Background: an optimization exercise with open tools, aiming at small area and a short achievable clock period. Do not read the settings as production practice.
Only the layout flow was run in this run; the RTL was not checked for function there.
No activity file was given, so power comes from the tool's default toggle rates.

===== flow/flow/run.sh =====
#!/bin/bash
# The standard layout, with:
# - synthesis: the standard flow's own synthesis script, with a delay-driven ABC script
#   (strash; dch; map -D; buffer; upsize; dnsize) for the final technology
#   mapping in place of ORFS's abc_speed.script; registers are untouched;
# - timing repair aiming well below the clock period (the SDC is unchanged);
# - plain buffers on the ports;
# - without the slow two-stage OR / AND cells and the four-input NORs (the platform's don't-use cells
#   stay don't-use).
set -euo pipefail
W=$(pwd)
cat > "$W/synth_abc.tcl" <<EOT
proc abc {args} {
   set rest {}
   set skip 0
   foreach a \$args {
      if {\$skip} { set skip 0; continue }
      if {\$a eq "-script"} { set skip 1; continue }
      lappend rest \$a
   }
   yosys abc -script "+strash;dch;map,-D,1100;buffer;upsize,-D,1100;dnsize,-D,1100" {*}\$rest
}
source $W/synth_recipe.tcl
EOT
DONT_USE="sky130_fd_sc_hd__probe_p_8 sky130_fd_sc_hd__probec_p_8 sky130_fd_sc_hd__lpflow_bleeder_1 sky130_fd_sc_hd__lpflow_clkbufkapwr_1 sky130_fd_sc_hd__lpflow_clkbufkapwr_16 sky130_fd_sc_hd__lpflow_clkbufkapwr_2 sky130_fd_sc_hd__lpflow_clkbufkapwr_4 sky130_fd_sc_hd__lpflow_clkbufkapwr_8 sky130_fd_sc_hd__lpflow_clkinvkapwr_1 sky130_fd_sc_hd__lpflow_clkinvkapwr_16 sky130_fd_sc_hd__lpflow_clkinvkapwr_2 sky130_fd_sc_hd__lpflow_clkinvkapwr_4 sky130_fd_sc_hd__lpflow_clkinvkapwr_8 sky130_fd_sc_hd__lpflow_decapkapwr_12 sky130_fd_sc_hd__lpflow_decapkapwr_3 sky130_fd_sc_hd__lpflow_decapkapwr_4 sky130_fd_sc_hd__lpflow_decapkapwr_6 sky130_fd_sc_hd__lpflow_decapkapwr_8 sky130_fd_sc_hd__lpflow_inputiso0n_1 sky130_fd_sc_hd__lpflow_inputiso0p_1 sky130_fd_sc_hd__lpflow_inputiso1n_1 sky130_fd_sc_hd__lpflow_inputiso1p_1 sky130_fd_sc_hd__lpflow_inputisolatch_1 sky130_fd_sc_hd__lpflow_isobufsrc_1 sky130_fd_sc_hd__lpflow_isobufsrc_16 sky130_fd_sc_hd__lpflow_isobufsrc_2 sky130_fd_sc_hd__lpflow_isobufsrc_4 sky130_fd_sc_hd__lpflow_isobufsrc_8 sky130_fd_sc_hd__lpflow_isobufsrckapwr_16 sky130_fd_sc_hd__lpflow_lsbuf_lh_hl_isowell_tap_1 sky130_fd_sc_hd__lpflow_lsbuf_lh_hl_isowell_tap_2 sky130_fd_sc_hd__lpflow_lsbuf_lh_hl_isowell_tap_4 sky130_fd_sc_hd__lpflow_lsbuf_lh_isowell_4 sky130_fd_sc_hd__lpflow_lsbuf_lh_isowell_tap_1 sky130_fd_sc_hd__lpflow_lsbuf_lh_isowell_tap_2 sky130_fd_sc_hd__lpflow_lsbuf_lh_isowell_tap_4 sky130_fd_sc_hd__a2111o_1 sky130_fd_sc_hd__a2111o_2 sky130_fd_sc_hd__a2111o_4 sky130_fd_sc_hd__and4_1 sky130_fd_sc_hd__and4_2 sky130_fd_sc_hd__and4_4 sky130_fd_sc_hd__and4b_1 sky130_fd_sc_hd__and4b_2 sky130_fd_sc_hd__and4b_4 sky130_fd_sc_hd__and4bb_1 sky130_fd_sc_hd__and4bb_2 sky130_fd_sc_hd__and4bb_4 sky130_fd_sc_hd__o2111a_1 sky130_fd_sc_hd__o2111a_2 sky130_fd_sc_hd__o2111a_4 sky130_fd_sc_hd__or3_1 sky130_fd_sc_hd__or3_2 sky130_fd_sc_hd__or3_4 sky130_fd_sc_hd__or3b_1 sky130_fd_sc_hd__or3b_2 sky130_fd_sc_hd__or3b_4 sky130_fd_sc_hd__or4_1 sky130_fd_sc_hd__or4_2 sky130_fd_sc_hd__or4_4 sky130_fd_sc_hd__or4b_1 sky130_fd_sc_hd__or4b_2 sky130_fd_sc_hd__or4b_4 sky130_fd_sc_hd__or4bb_1 sky130_fd_sc_hd__or4bb_2 sky130_fd_sc_hd__or4bb_4  sky130_fd_sc_hd__nor4_1 sky130_fd_sc_hd__nor4_2 sky130_fd_sc_hd__nor4_4 sky130_fd_sc_hd__nor4b_1 sky130_fd_sc_hd__nor4b_2 sky130_fd_sc_hd__nor4b_4 sky130_fd_sc_hd__nor4bb_1 sky130_fd_sc_hd__nor4bb_2 sky130_fd_sc_hd__nor4bb_4"
bash standard.sh "SYNTH_SCRIPT=$W/synth_abc.tcl" SETUP_SLACK_MARGIN=8.5 "BUFFER_PORTS_ARGS=-buffer_cell sky130_fd_sc_hd__buf_4" "DONT_USE_CELLS=$DONT_USE" finish > standard_flow.log 2>&1

===== flow/standard.sh =====
#!/bin/bash
# synth_recipe.tcl (not shown) runs the flow's synth.tcl, then flattens the netlist and writes it again
# the make line also repeats each setting of config.mk as NAME=value (left out here)
make -C /OpenROAD-flow-scripts/flow DESIGN_CONFIG=/design/flow/config.mk WORK_HOME=/design/flow/orfs CLKGATE_MAP_FILE= SYNTH_SCRIPT=/design/flow/synth_recipe.tcl "${@:-finish}"

===== flow/config.mk =====
export PLATFORM = sky130hd
export DESIGN_NAME = pipecpu
export DESIGN_NICKNAME = pipecpu
export VERILOG_FILES = /design/flow/design.v
export SDC_FILE = /design/flow/constraint.sdc
export NUM_CORES = 8
export LEC_CHECK = 0
export CAP_MARGIN = 20
export CORE_MARGIN = 2
export CORE_UTILIZATION = 50
export CTS_CLUSTER_DIAMETER = 85
export CTS_CLUSTER_SIZE = 25
export PLACE_DENSITY = 0.75
export SLEW_MARGIN = 20
export SYNTH_HIERARCHICAL = 1

===== flow/constraint.sdc =====
create_clock -name core_clock -period 12.5 [get_ports {clk}]
set_input_delay 2.5000 -clock core_clock [delete_from_list [all_inputs] [get_ports {clk}]]
set_output_delay 2.5000 -clock core_clock [all_outputs]
set_load 0.01 [all_outputs]

===== flow/design.v =====
module pipecpu(clk, rst, instr, readdata, PC, MemWrite, aluout, writedata);
   input         clk;
   input         rst;
   input  [31:0] instr;
   input  [31:0] readdata;
   output [31:0] PC;
   output        MemWrite;
   output [31:0] aluout;
   output [31:0] writedata;
   localparam OP_ADD = 0, OP_AND = 1, OP_OR = 2, OP_XOR = 3, OP_NOR = 4,
              OP_SLT = 5, OP_SLL = 6, OP_SRL = 7, OP_SRA = 8;
   reg  [31:0] dinst;
   reg         fea, feb;
   reg         fla, flb;
   reg         fxa, fxb;
   reg  [31:0] pcn, bpcr;        
   reg  [31:0] ea, eb, es;       
   reg         ecin;             
   reg  [4:0]  esa;              
   reg  [4:0]  esan;             
   reg  [8:0]  eop;
   reg  [4:0]  ern;
   reg         ewreg, em2reg, ewmem;
   reg  [31:0] malu, mb;
   reg  [4:0]  mrn;
   reg         mwreg, mm2reg, mwmem;
   assign MemWrite = mwmem;
   assign aluout = malu;
   assign writedata = mb;
   wire [5:0] op = dinst[31:26];
   wire [5:0] func = dinst[5:0];
   wire [4:0] rs = dinst[25:21];
   wire [4:0] rt = dinst[20:16];
   wire [4:0] rd = dinst[15:11];
   wire r_type = ~|op;
   wire i_add  = r_type & (func == 6'b100000);
   wire i_sub  = r_type & (func == 6'b100010);
   wire i_and  = r_type & (func == 6'b100100);
   wire i_or   = r_type & (func == 6'b100101);
   wire i_xor  = r_type & (func == 6'b100110);
   wire i_nor  = r_type & (func == 6'b100111);
   wire i_slt  = r_type & (func == 6'b101010);
   wire i_sll  = r_type & (func == 6'b000000);
   wire i_srl  = r_type & (func == 6'b000010);
   wire i_sra  = r_type & (func == 6'b000011);
   wire i_sllv = r_type & (func == 6'b000100);
   wire i_srlv = r_type & (func == 6'b000110);
   wire i_jr   = r_type & (func == 6'b001000);
   wire i_addi = (op == 6'b001000);
   wire i_andi = (op == 6'b001100);
   wire i_ori  = (op == 6'b001101);
   wire i_xori = (op == 6'b001110);
   wire i_lui  = (op == 6'b001111);
   wire i_lw   = (op == 6'b100011);
   wire i_sw   = (op == 6'b101011);
   wire i_beq  = (op == 6'b000100);
   wire i_bne  = (op == 6'b000101);
   wire i_j    = (op == 6'b000010);
   wire i_jal  = (op == 6'b000011);
   wire i_rs = i_add | i_sub | i_and | i_or | i_xor | i_jr | i_addi | i_andi | i_ori | i_xori |
               i_lw | i_sw | i_beq | i_bne | i_nor | i_slt | i_sllv | i_srlv;
   wire i_rt = i_add | i_sub | i_and | i_or | i_xor | i_sll | i_sllv | i_srl | i_srlv | i_sra |
               i_sw | i_beq | i_bne | i_nor | i_slt;
   wire wreg = i_add | i_sub | i_and | i_or | i_xor | i_sll | i_sllv | i_srlv | i_nor | i_slt |
               i_srl | i_sra | i_addi | i_andi | i_ori | i_xori | i_lw | i_lui | i_jal;
   wire regrt  = i_addi | i_andi | i_ori | i_xori | i_lw | i_lui;
   wire shift  = i_sll | i_srl | i_sra;
   wire aluimm = i_addi | i_lw | i_sw | i_beq | i_bne | i_lui | i_ori | i_andi | i_xori;
   wire sext   = i_addi | i_lw | i_sw | i_beq | i_bne;
   wire [4:0] rn = i_jal ? 5'd31 : regrt ? rt : rd;
   wire dwreg = wreg & (rn != 5'd0);    
   wire stall = ewreg & em2reg & (i_rs & (ern == rs) | i_rt & (ern == rt));
   reg  [31:0] rf [1:31];
   reg  [31:1] rfv;
   wire [31:0] wdi = mm2reg ? readdata : malu;
   wire [31:1] wsel;
   genvar gi;
   generate
      for (gi = 1; gi < 32; gi = gi + 1) begin : g_rf
         assign wsel[gi] = mwreg & (mrn == gi);
         always @(posedge clk)
            if (wsel[gi]) rf[gi] <= wdi;
      end
   endgenerate
   always @(posedge clk or posedge rst) begin
      if (rst) rfv <= 31'd0;
      else rfv <= rfv | wsel;
   end
   wire [31*16-1:0] rfh [0:1];    
   generate
      for (gi = 1; gi < 32; gi = gi + 1) begin : g_rfq
         assign rfh[0][(gi-1)*16 +: 16] = rf[gi][15:0];
         assign rfh[1][(gi-1)*16 +: 16] = rf[gi][31:16];
      end
   endgenerate
   wire [31:0] qa, qb;
   wire [31:1] nsela, nselb;    
   generate
      for (gi = 0; gi < 2; gi = gi + 1) begin : g_rd
         rf_read rda (.clk(clk), .rst(rst), .nsel(nsela), .d(rfh[gi]), .q(qa[gi*16 +: 16]));
         rf_read rdb (.clk(clk), .rst(rst), .nsel(nselb), .d(rfh[gi]), .q(qb[gi*16 +: 16]));
      end
   endgenerate
   wire [31:0] ealu;
   wire [31:0] ao = ({32{fla}} & readdata) | ({32{fxa}} & malu) | qa;    
   wire [31:0] bo = ({32{flb}} & readdata) | ({32{fxb}} & malu) | qb;    
   wire [31:0] a = ({32{fea}} & ealu) | ao;
   wire [31:0] b = ({32{feb}} & ealu) | bo;
   wire [31:0] ninst = stall ? dinst : instr;
   wire [4:0]  nrs = ninst[25:21];
   wire [4:0]  nrt = ninst[20:16];
   wire [31:1] nvalid = rfv | wsel;
   wire efwd = ~stall & dwreg & ~i_lw;
   wire nfea = efwd & (rn == nrs);
   wire nfeb = efwd & (rn == nrt);
   wire nfma = ewreg & (ern == nrs) & ~nfea;
   wire nfmb = ewreg & (ern == nrt) & ~nfeb;
   generate
      for (gi = 1; gi < 32; gi = gi + 1) begin : g_sel
         assign nsela[gi] = (nrs == gi) & nvalid[gi] & ~nfea & ~nfma;
         assign nselb[gi] = (nrt == gi) & nvalid[gi] & ~nfeb & ~nfmb;
      end
   endgenerate
   always @(posedge clk or posedge rst) begin
      if (rst) begin
         fea <= 1'b0;
         feb <= 1'b0;
         fla <= 1'b0;
         flb <= 1'b0;
         fxa <= 1'b0;
         fxb <= 1'b0;
      end else begin
         fea <= nfea;
         feb <= nfeb;
         fla <= nfma & em2reg;
         flb <= nfmb & em2reg;
         fxa <= nfma & ~em2reg;
         fxb <= nfmb & ~em2reg;
      end
   end
   wire [31:0] ep = ea ^ eb;
   wire [31:0] eg = ea & eb;
   wire [31:0] sum;
   wire        slt;
   alu_add add (.a(ea), .b(eb), .cin(ecin), .sum(sum), .slt(slt));
   wire [31:0] ealu_ls;
   wire [31:0] ealu_lss = ealu_ls | {31'd0, eop[OP_SLT] & slt};
   wire ntaken;
   wire fe1 = fea ^ feb;
   br_eq beq_unit (.ao(ao), .bo(bo), .p(ep), .g(eg), .ecin(ecin), .els(ealu_lss),
                   .m_same(fea & feb), .m_n(~fea & ~feb), .m_add(fe1 & eop[OP_ADD]),
                   .m_ls(fe1 & ~eop[OP_ADD]),
                   .beq(i_beq & ~stall), .bne(i_bne & ~stall), .taken(ntaken));
   wire [31:0] imm = {{16{sext & dinst[15]}}, dinst[15:0]};
   wire [31:0] bpc = pcn + {{14{dinst[15]}}, dinst[15:0], 2'b00};
   wire [31:0] jpc = {pcn[31:28], dinst[25:0], 2'b00};
   wire [31:0] pci;       
   wire [31:0] pc4 = pci + 32'd4;
   wire [31:0] npc = stall ? pci : i_jr ? a : (i_j | i_jal) ? jpc : pc4;
   always @(posedge clk or posedge rst) begin
      if (rst) pcn <= 32'd0;
      else pcn <= npc;
   end
   generate
      for (gi = 0; gi < 8; gi = gi + 1) begin : g_pc
         pc_sel psel (.clk(clk), .rst(rst), .ntaken(ntaken), .bpc(bpcr[gi*4 +: 4]),
                      .pcn(pcn[gi*4 +: 4]), .pc(PC[gi*4 +: 4]));
      end
      for (gi = 0; gi < 2; gi = gi + 1) begin : g_pci
         pci_sel isel (.clk(clk), .rst(rst), .ntaken(ntaken), .bpc(bpcr[gi*16 +: 16]),
                       .pcn(pcn[gi*16 +: 16]), .pc(pci[gi*16 +: 16]));
      end
   endgenerate
   always @(posedge clk) bpcr <= bpc;
   always @(posedge clk or posedge rst) begin
      if (rst) dinst <= 32'd0;
      else if (!stall) dinst <= instr;
   end
   wire dsub = i_sub | i_beq | i_bne | i_slt;
   wire [8:0] dop;
   assign dop[OP_ADD] = i_add | i_addi | i_lw | i_sw | i_jal | i_sub | i_beq | i_bne;
   assign dop[OP_AND] = i_and | i_andi;
   assign dop[OP_OR]  = ~(dop[OP_ADD] | i_and | i_andi | i_xor | i_xori | i_nor | i_slt |
                          i_sll | i_sllv | i_srl | i_srlv | i_sra);
   assign dop[OP_XOR] = i_xor | i_xori;
   assign dop[OP_NOR] = i_nor;
   assign dop[OP_SLT] = i_slt;
   assign dop[OP_SLL] = i_sll | i_sllv;
   assign dop[OP_SRL] = i_srl | i_srlv;
   assign dop[OP_SRA] = i_sra;
   wire [31:0] da = i_jal ? pcn : i_lui ? 32'd0 :
                    shift ? {a[31:5], dinst[10:6]} : a;
   wire [31:0] db0 = i_jal ? 32'd4 : i_lui ? {dinst[15:0], 16'd0} :
                     aluimm ? imm : (dop[OP_OR] & ~i_or) ? 32'd0 : b;
   wire [31:0] db = dsub ? ~db0 : db0;
   wire [4:0] dsa = (i_sll ? ~dinst[10:6] : 5'd0) | ((i_srl | i_sra) ? dinst[10:6] : 5'd0) |
             (i_sllv ? ~a[4:0] : 5'd0) | (i_srlv ? a[4:0] : 5'd0);
   always @(posedge clk) begin
      ea <= da;
      eb <= db;
      es <= b;
      ecin <= dsub;
      esa <= dsa;
      esan <= ~dsa;
      ern <= rn;
   end
   always @(posedge clk or posedge rst) begin
      if (rst) begin
         eop <= 9'd0;
         ewreg <= 1'b0;
         em2reg <= 1'b0;
         ewmem <= 1'b0;
      end else begin
         eop <= dop;
         ewreg <= dwreg & ~stall;
         em2reg <= i_lw;
         ewmem <= i_sw & ~stall;
      end
   end
   alu_ls ls (.p(ep), .g(eg), .s(es), .sa(esa), .sm(~esan), .op(eop[8:1]), .y(ealu_ls));
   assign ealu = ({32{eop[OP_ADD]}} & sum) | ealu_lss;
   always @(posedge clk or posedge rst) begin
      if (rst) begin
         malu <= 32'd0;
         mwreg <= 1'b0;
         mm2reg <= 1'b0;
         mwmem <= 1'b0;
      end else begin
         malu <= ealu;
         mwreg <= ewreg;
         mm2reg <= em2reg;
         mwmem <= ewmem;
      end
   end
   always @(posedge clk) begin
      mb <= es;
      mrn <= ern;
   end
endmodule
module rf_read(clk, rst, nsel, d, q);
   input              clk, rst;
   input  [31:1]      nsel;
   input  [31*16-1:0] d;
   output reg [15:0]  q;
   reg [31:1] sel;
   always @(posedge clk or posedge rst) begin
      if (rst) sel <= 31'd0;
      else sel <= nsel;
   end
   integer k;
   always @(*) begin
      q = 16'd0;
      for (k = 1; k < 32; k = k + 1)
         q = q | (d[(k-1)*16 +: 16] & {16{sel[k]}});
   end
endmodule
module alu_add(a, b, cin, sum, slt);
   input  [31:0] a, b;
   input         cin;
   output [31:0] sum;
   output        slt;
   wire [32:0] sum1 = {a, 1'b1} + {b, cin};
   assign sum = sum1[32:1];
   assign slt = (a[31] ^ ~b[31]) ? a[31] : sum[31];
endmodule
module alu_ls(p, g, s, sa, sm, op, y);
   input  [31:0] p, g, s;       
   input  [4:0]  sa, sm;        
   input  [7:0]  op;
   output [31:0] y;
   wire left = op[5];
   wire [31:0] r0 = left  ? {s[0],     s[31:1]}  : s;
   wire [31:0] r1 = sa[0] ? {r0[0],    r0[31:1]} : r0;
   wire [31:0] r2 = sa[1] ? {r1[1:0],  r1[31:2]} : r1;
   wire [31:0] r3 = sa[2] ? {r2[3:0],  r2[31:4]} : r2;
   wire [31:0] r4 = sa[3] ? {r3[7:0],  r3[31:8]} : r3;
   wire [31:0] r5 = sa[4] ? {r4[15:0], r4[31:16]} : r4;
   wire [31:0] t;
   genvar i;
   generate
      for (i = 0; i < 32; i = i + 1) begin : g_t
         if (i == 0) assign t[i] = 1'b0;
         else assign t[i] = (sm >= 32 - i);
      end
   endgenerate
   wire fill = op[7] & s[31];
   wire [31:0] m = left ? ~{1'b1, t[31:1]} : t;
   wire [31:0] sh = (r5 & ~m) | ({32{fill}} & m);
   assign y = ({32{op[0]}} & g) |
              ({32{op[1]}} & (p | g)) |
              ({32{op[2]}} & p) |
              ({32{op[3]}} & ~(p | g)) |
              ({32{op[5] | op[6] | op[7]}} & sh);
endmodule
module br_eq(ao, bo, p, g, ecin, els, m_same, m_n, m_add, m_ls, beq, bne, taken);
   input  [31:0] ao, bo, p, g, els;
   input         ecin, m_same, m_n, m_add, m_ls, beq, bne;
   output        taken;
   wire [31:0] x = ao | bo;
   wire [31:0] c0 = {g[30:0] | p[30:0], ecin};
   wire [31:0] c1 = {g[30:0], ecin};
   wire [31:0] xm1 = {x[30:0], 1'b0};
   wire [31:0] cin_i;
   genvar i;
   generate
      for (i = 0; i < 32; i = i + 1) begin : g_c
         assign cin_i[i] = xm1[i] ? c1[i] : c0[i];
      end
   endgenerate
   wire eq_add = &(~(x ^ p ^ cin_i));
   wire eq_ls = &(~(els ^ x));
   wire eq_n = &(~(ao ^ bo));
   wire eq = m_same | (m_n & eq_n) | (m_add & eq_add) | (m_ls & eq_ls);
   assign taken = beq & eq | bne & ~eq;
endmodule
module pc_sel(clk, rst, ntaken, bpc, pcn, pc);
   input        clk, rst, ntaken;
   input  [3:0] bpc, pcn;
   output [3:0] pc;
   reg taken;
   always @(posedge clk or posedge rst) begin
      if (rst) taken <= 1'b0;
      else taken <= ntaken;
   end
   assign pc = taken ? bpc : pcn;
endmodule
module pci_sel(clk, rst, ntaken, bpc, pcn, pc);
   input         clk, rst, ntaken;
   input  [15:0] bpc, pcn;
   output [15:0] pc;
   reg taken;
   always @(posedge clk or posedge rst) begin
      if (rst) taken <= 1'b0;
      else taken <= ntaken;
   end
   assign pc = taken ? bpc : pcn;
endmodule

==> results.txt <==
-- per-layer routing --
layer  track usage  vias to the layer above  routed length (um)
li1              -                    24400                   -
met1         0.485                    28800               99100
met2         0.569                     4874              121000
met3         0.106                      941               36500
met4         0.238                       10               22000
met5             0                        -                  59
-- path summary, 6_finish.rpt --
path	slack, ns	start	to
worst max-delay path	8.04	g_rd[1].rda.sel[1]	g_pc[5].psel.taken
worst min-delay path	0.36	ewmem	mwmem
worst max register to register	8.04	g_rd[1].rda.sel[1]	g_pc[5].psel.taken
worst min register to register	0.36	ewmem	mwmem
max in group asynchronous	8.93	rst	malu[5]
min in group asynchronous	1.74	rst	g_pc[1].psel.taken
-- Yosys cell counts (128+ instances only) --
| cell | count | area (um2) |
|---|---|---|
| a21oi_1 | 262 | 1310 |
| a221oi_1 | 142 | 1240 |
| a22o_1 | 128 | 1120 |
| a22oi_1 | 768 | 5770 |
| clkbuf_1 | 230 | 863 |
| dfrtp_1 | 282 | 7060 |
| dfxtp_1 | 181 | 3620 |
| edfxtp_1 | 992 | 29800 |
| inv_1 | 320 | 1200 |
| nand2_1 | 785 | 2950 |
| nand3_1 | 288 | 1440 |
| nand4_1 | 177 | 1110 |
| nor2_1 | 421 | 1580 |
| o21ai_0 | 199 | 996 |
-- critical path, stage by stage, from the launching register on --
cell      delay, ns
dfrtp_1        0.78
a221oi_1       0.49
nand3_1        0.14
nor2_1         0.24
nand2_1        0.27
a221o_1        0.37
inv_1          0.08
ha_1           0.29
a21oi_1        0.12
xor2_1         0.32
nand4_1        0.20
a211oi_2       0.26
a41oi_2        0.30
o21ai_2        0.32
buf_6          0.16
-- kinds of logic (layout without fill, tap and decap cells) --
| logic type | after synthesis | after routing | share of synthesized area |
|---|---|---|---|
| AOI/OAI and AO/OA | 1989 | 1989 | 0.207 |
| and+or+nand+nor | 1864 | 1868 | 0.119 |
| DFF | 1455 | 1455 | 0.579 |
| buffers and inverters | 631 | 760 | 0.0366 |
| xor gates and xnor gates | 154 | 154 | 0.0193 |
| adders and majority gates | 130 | 130 | 0.0236 |
| muxes | 99 | 99 | 0.0159 |
| other | 0 | 11 | 0 |
-- where the power goes --
group | total, mW | switching, mW | internal [mW] | leakage [nW]
Combinational | 2.48 | 1.62 | 0.857 | 13.1
Clock | 2.97 | 1.67 | 1.29 | 1.20
Sequential | 5.83 | 0.277 | 5.55 | 14.3
Total | 11.3 | 3.57 | 7.70 | 28.6
-- Yosys stat by module, one instance, submodules excluded --
module | times used | cell area [um2]
alu_add | 1 | 1770
alu_ls | 1 | 4240
br_eq | 1 | 1930
pc_sel | 8 | 73.8
pci_sel | 2 | 218
pipecpu | 1 | 47400
rf_read | 4 | 3380
-- layout make-up --
type                       instances  area share
antenna                           11    0.000358
inverter                         338      0.0168
timing repair buffer             294      0.0311
tap                             1876      0.0305
sequential                      1455       0.527
clock inverter                    26     0.00606
clock buffer                     100      0.0265
multi-input combinational       4240       0.362
timing repair inverter             2    0.000163
-- state kept, by name (all words and copies together), names as in the netlist, 8 cells and up --
| register | flops |
|---|---|
| pcn | 32 |
| g_rd.rdb.sel | 62 |
| dinst | 32 |
| mb | 32 |
| eop | 9 |
| malu | 32 |
| g_rd.rda.sel | 62 |
| eb | 32 |
| rf | 992 |
| ea | 32 |
| g_pc.psel.taken | 8 |
| bpcr | 32 |
| rfv | 31 |
| es | 32 |
-- repair_timing --
| action | CTS | global route |
|---|---|---|
| pin swaps | 17 | 14 |
| cloned | 4 | 4 |
| resized for setup | 117 | 128 |
| buffers inserted | 8 | 22 |
| setup endpoints to repair | 294 | 251 |
-- per-stage QoR --
step / utilization / setup WS [ns] / std cells
floorplan: - / 8.14 / 6322
global placement: 0.526 / 7.19 / 8167
detailed placement: 0.526 / 7.19 / 8167
CTS: 0.548 / 8.03 / 8305
global route: 0.553 / 8.06 / 8332
finish: 0.553 / 8.04 / 8342
==> summary.md <==
| Metric | Value |
|---|---|
| Status | `finished clean` |
| TNS Setup | `0 ns` |
| Peak Freq | `224 MHz` |
| CTS buffer count | `75` |
| Final Skew | `0.0686 ns` |
| Filler cells | `11700` |
| Tightest Pin Transition | `1.21 ns` |
| Power per cell area | `146 nW/um2` |
| Final nets | `6602` |
| Setup crit start kind | `flip-flop` |
| Slew Limit Fails | `0` |
| Share of cells above drive strength 1 | `0.126` |
| Period utilization | `0.357` |
| Area of the mapped netlist | `69900 um2` |
| Commonest non-fill, non-tap cell in the layout | `edfxtp_1` |
| Die area | `143000 um2` |
| Hpwl dp | `192 mm` |
| CTS clk-pin slew, worst paths | `0.10 ns` |
| Commonest cells after routing, fill and taps aside | `edfxtp_1 (992), nand2_1 (782), a22oi_1 (768)` |
| Vias/cell | `7.08` |
| Final worst path period need | `4.46 ns` |
| Critical Path RT | `13.16 ns` |
| Final Hold Violating Endpoints | `0` |
| Core Rows | `137` |
| Cell area after layout | `77000 um2` |
| GRT Overall Usage | `0.379` |
| Grt ovf | `0` |
| Die X | `378 um` |
| R2R depth | `14` |
| Relative slew slack | `0.195` |
| Starting Density | `0.502` |
| Leak | `28.6 nW` |
| Critical path peak fanout | `16` |
| RSZ-0062 raised after global routing | `true` |
| Die span in y | `378 um` |
| DRC viols | `0` |
| Yosys cell types | `88` |
| H-tree Lvls | `3` |
| Critical Path Sink Type | `flip-flop` |
| Reg area | `40600 um2` |
| Synth Warn # | `12` |
| Initial DRC count | `10500` |
| Post-synth EDFFs | `992` |
| Worst hold path class | `reg -> reg` |
| Placer Congestion | `1.08` |
| Syn Area/Cell | `11.1 um2` |
| Max-cap violations | `0` |
| Critical path arrival | `5.12 ns` |
| Vias | `59100` |
| Core Area | `139000 um2` |
| Maximum VDD drop | `0.127 mV` |
| Initial antenna violation count | `12` |
| Power Total | `11.3 mW` |
| Final ANT Viol Nets | `0` |
| Final setup viols | `0` |
| DRT Pass-1 Iters | `6` |
| Clock Path Buffers | `3` |
| Cell count after synthesis | `6322` |
| Primary FF master, synth | `edfxtp_1` |
| Multi-input gate area | `27900 um2` |
| Min-Delay Path Depth | `0` |
| First-pass GRT wire length | `389 mm` |
| Critical path class | `reg -> reg` |
| CTS Root Cell | `clkbuf_16` |
| Top-level port count | `163` |
| Clk sinks | `1455` |
| Final WL | `279 mm` |
| Sequential fraction of the synthesis area | `0.579` |
| WHS | `0.361 ns` |
| Vias in the first global route | `55200` |
| Synthesis-to-finish area growth | `10.1%` |
| CTS tree | `yes` |
| Worst-Skew Late Latency | `0.77 ns` |
| Port Buffers | `162` |
| WL/cell | `33.4 um` |
| Post-CTS Hold Buffers | `0` |
| Syn Nets | `6518` |
| Placed Area | `73200 um2` |
| Largest net degree at the start of global routing | `82` |
| Asr flop ratio synth | `0.194` |
| Seq cells post-synth | `1455` |

[re-timing with driven ports]
How much do the figures lean on ideal ports? The routed layout below was timed once more, with nothing changed but the port constraints. Step 1, drivers: a clkbuf_16 drives clk and a buf_2 each remaining input, both assumed. Step 2 also shifts input and output timing later by t, the mid clock arrival at the registers, as if the neighbouring blocks saw the same clock. a / b / c = no drivers / after step 1 / after step 2; a / b = the first two.
shift t [ns]: 0.813
setup slack, ns: 8.041 / 8.041 / 7.254
slew at the worst register clock pin (ns): 0.11 / 0.11
After both steps this run still meets setup and hold. For this run, drivers alone change the setup slack by 0.000 ns; drivers and shift together by -0.787 ns.
